From an optimization exercise on the open Yosys and OpenROAD flow, aimed at small area; shortcuts taken in it are not production practice.
Function was checked by simulation only, so behaviour that the tests miss may differ from the original.

==> inputs of trial 97 <==
## dct_1d
module dct_1d(
    input clk,
    input rst_n,
    input enable,
    input signed [9:0] x0, input signed [9:0] x1, input signed [9:0] x2, input signed [9:0] x3,
    input signed [9:0] x4, input signed [9:0] x5, input signed [9:0] x6, input signed [9:0] x7,
    output reg signed [10:0] y0, output reg signed [10:0] y1, output reg signed [10:0] y2, output reg signed [10:0] y3,
    output reg signed [10:0] y4, output reg signed [10:0] y5, output reg signed [10:0] y6, output reg signed [10:0] y7,
    output valid
);
make LEC_CHECK=0 ABC_AREA=1 CAP_MARGIN=20 CORE_MARGIN=2 CORE_UTILIZATION=40 PLACE_DENSITY=0.8 SLEW_MARGIN=20 SYNTH_HIERARCHICAL=1 finish   # period 6.0 ns
run.sh (not shown) runs the stock make flow with config.mk's settings and CLKGATE_MAP_FILE= SYNTH_SCRIPT=/design/flow/synth_recipe.tcl, a recipe that flattens the netlist after the stock synthesis.
==> trial 5 (differences from trial 97) <==
- PLACE_DENSITY: 0.8 -> not set
==> trial 69 (differences from trial 97) <==
- GPL_TIMING_DRIVEN: not set -> 0
- PLACE_DENSITY: 0.8 -> not set
==> notes.md <==
| item | trial 97 | trial 69 | trial 5 |
|---|---|---|---|
| Status | complete, no violations | complete, no violations | complete, no violations |
| Worst clock skew | 0.01500 ns | 0.01696 ns | 0.02779 ns |
| Routed wire length per instance | 21.08 µm | 20.99 µm | 20.82 µm |
| Setup bufs post-CTS | 3 | 40 | 0 |
| Routed metal-1 wirelength | 34730 µm | 36580 µm | 37030 µm |
| Synthesis-to-finish area growth | 16.01% | 16.60% | 16.63% |
| Source-to-sink clock delay at the later pin of the worst-skew pair | 0.52 ns | 0.52 ns | 0.51 ns |
| Cell Area, Placed | 36850 µm² | 35720 µm² | 36910 µm² |
| Diodes inserted | 3 | 2 | 0 |
| Inst Count DP | 4322 | 4154 | 4329 |
| Launching element of the worst setup path | d2_r[4] | d1_r[3] | d1_r[1] |
| Setup repair after global routing missed its margin | - | true | true |
| Per-cell via count in the routed design | 5.017 | 4.907 | 4.844 |
| Met2 track demand over resource | 0.3773 | 0.3665 | 0.3775 |
| Multi-input gate area in the final layout | 26250 µm² | 26630 µm² | 26290 µm² |
| Highest cell delay on the worst timing path | 0.58 ns | 0.62 ns | 0.51 ns |
| GRT Util Overall | 0.2364 | 0.2314 | 0.2345 |
| Global routing usage on met1 | 0.2967 | 0.3106 | 0.3084 |
| Met3 Track Usage GR | 0.07102 | 0.05874 | 0.06394 |

---

==> v7: inputs <==
dct_1d again, from the RTL that the note above started with.
Settings: LEC_CHECK=0, ABC_AREA=1, CAP_MARGIN=0, CORE_MARGIN=2, CORE_UTILIZATION=40, PLACE_DENSITY=0.8, SLEW_MARGIN=0, SYNTH_HIERARCHICAL=1; clock period 6.0 ns.
==> v1 (differences from v7) <==
- ABC_AREA: 1 -> 0
- CAP_MARGIN: 0 -> 20
- SLEW_MARGIN: 0 -> 20
==> v39 (differences from v7) <==
- CAP_MARGIN: 0 -> 20
- CORE_UTILIZATION: 40 -> 60
- SLEW_MARGIN: 0 -> 20
==> comparison <==
v7 went through all stages and came out clean. v1 produced a layout that fails on negative setup slack. v39 finished clean. The highest routed wire length belongs to v39, the lowest to v7. The highest setup slack belongs to v7, the lowest to v1. In v7 the clock skew is lower than in v39, by 0.0029 ns. Global-route usage, lowest first: v7, v1, v39.
==> figures <==
Run status: v1 failed layout checks; v7 timing/DRC/antenna clean; v39 timing/DRC/antenna clean
Violated checks: v1 negative setup slack; v7 -; v39 -
Met1 routed wirelength after detailed routing: v1 33530 um; v7 34730 um; v39 36330 um
Sequential cell area: v1 0.003710 mm2; v7 0.003660 mm2; v39 0.003661 mm2
Area inside the core boundary: v1 0.07759 mm2; v7 0.08042 mm2; v39 0.05371 mm2
Multiplexer share of the synthesized area: v1 0.06775%; v7 0.03468%; v39 0.03468%
Global-route met1 utilization: v1 30.12%; v7 29.67%; v39 48.50%
Via density per instance: v1 5.068; v7 5.017; v39 5.485
Initial antenna violation count: v1 1; v7 5; v39 3
Number of instances in the synthesized netlist: v1 2483; v7 2917; v39 2917
Via total after detailed routing: v1 20800; v7 21900; v39 22100
Clock tree cell share of total cell area: v1 1.601%; v7 1.511%; v39 1.561%
Wire per inst: v1 22.81 um; v7 21.08 um; v39 23.74 um

re-timing with driven ports:
No port has a modelled driver above. Below, the same layouts with a new extraction and two added sets of constraints.
Step 1: set_driving_cell puts a clkbuf_16 on clk and a buf_2 on each other input, an assumption about the parent block.
Step 2 also shifts input and output timing later by t, the mid clock arrival at the registers, as if the neighbouring blocks saw the same clock.
a / b / c = ideal / step 1 / step 2; a / b = the first two.
| run | t, ns | slack for setup (ns) | latest minus earliest clock arrival (ns) |
|---|---|---|---|
| trial 97 | 0.575 | 0.170 / 0.170 / -0.271 | 0.015 / 0.016 |
| trial 5 | 0.565 | 0.180 / 0.180 / -0.239 | 0.029 / 0.029 |
| trial 69 | 0.571 | 0.065 / 0.065 / -0.350 | 0.020 / 0.020 |
| v7 | 0.575 | 0.170 / 0.170 / -0.271 | 0.015 / 0.016 |
| v1 | 0.574 | -0.281 / -0.281 / -0.281 | 0.038 / 0.038 |
| v39 | 0.563 | 0.159 / 0.159 / -0.215 | 0.021 / 0.020 |
Met with ideal ports but missed after step 2: setup timing in 5 of these runs.
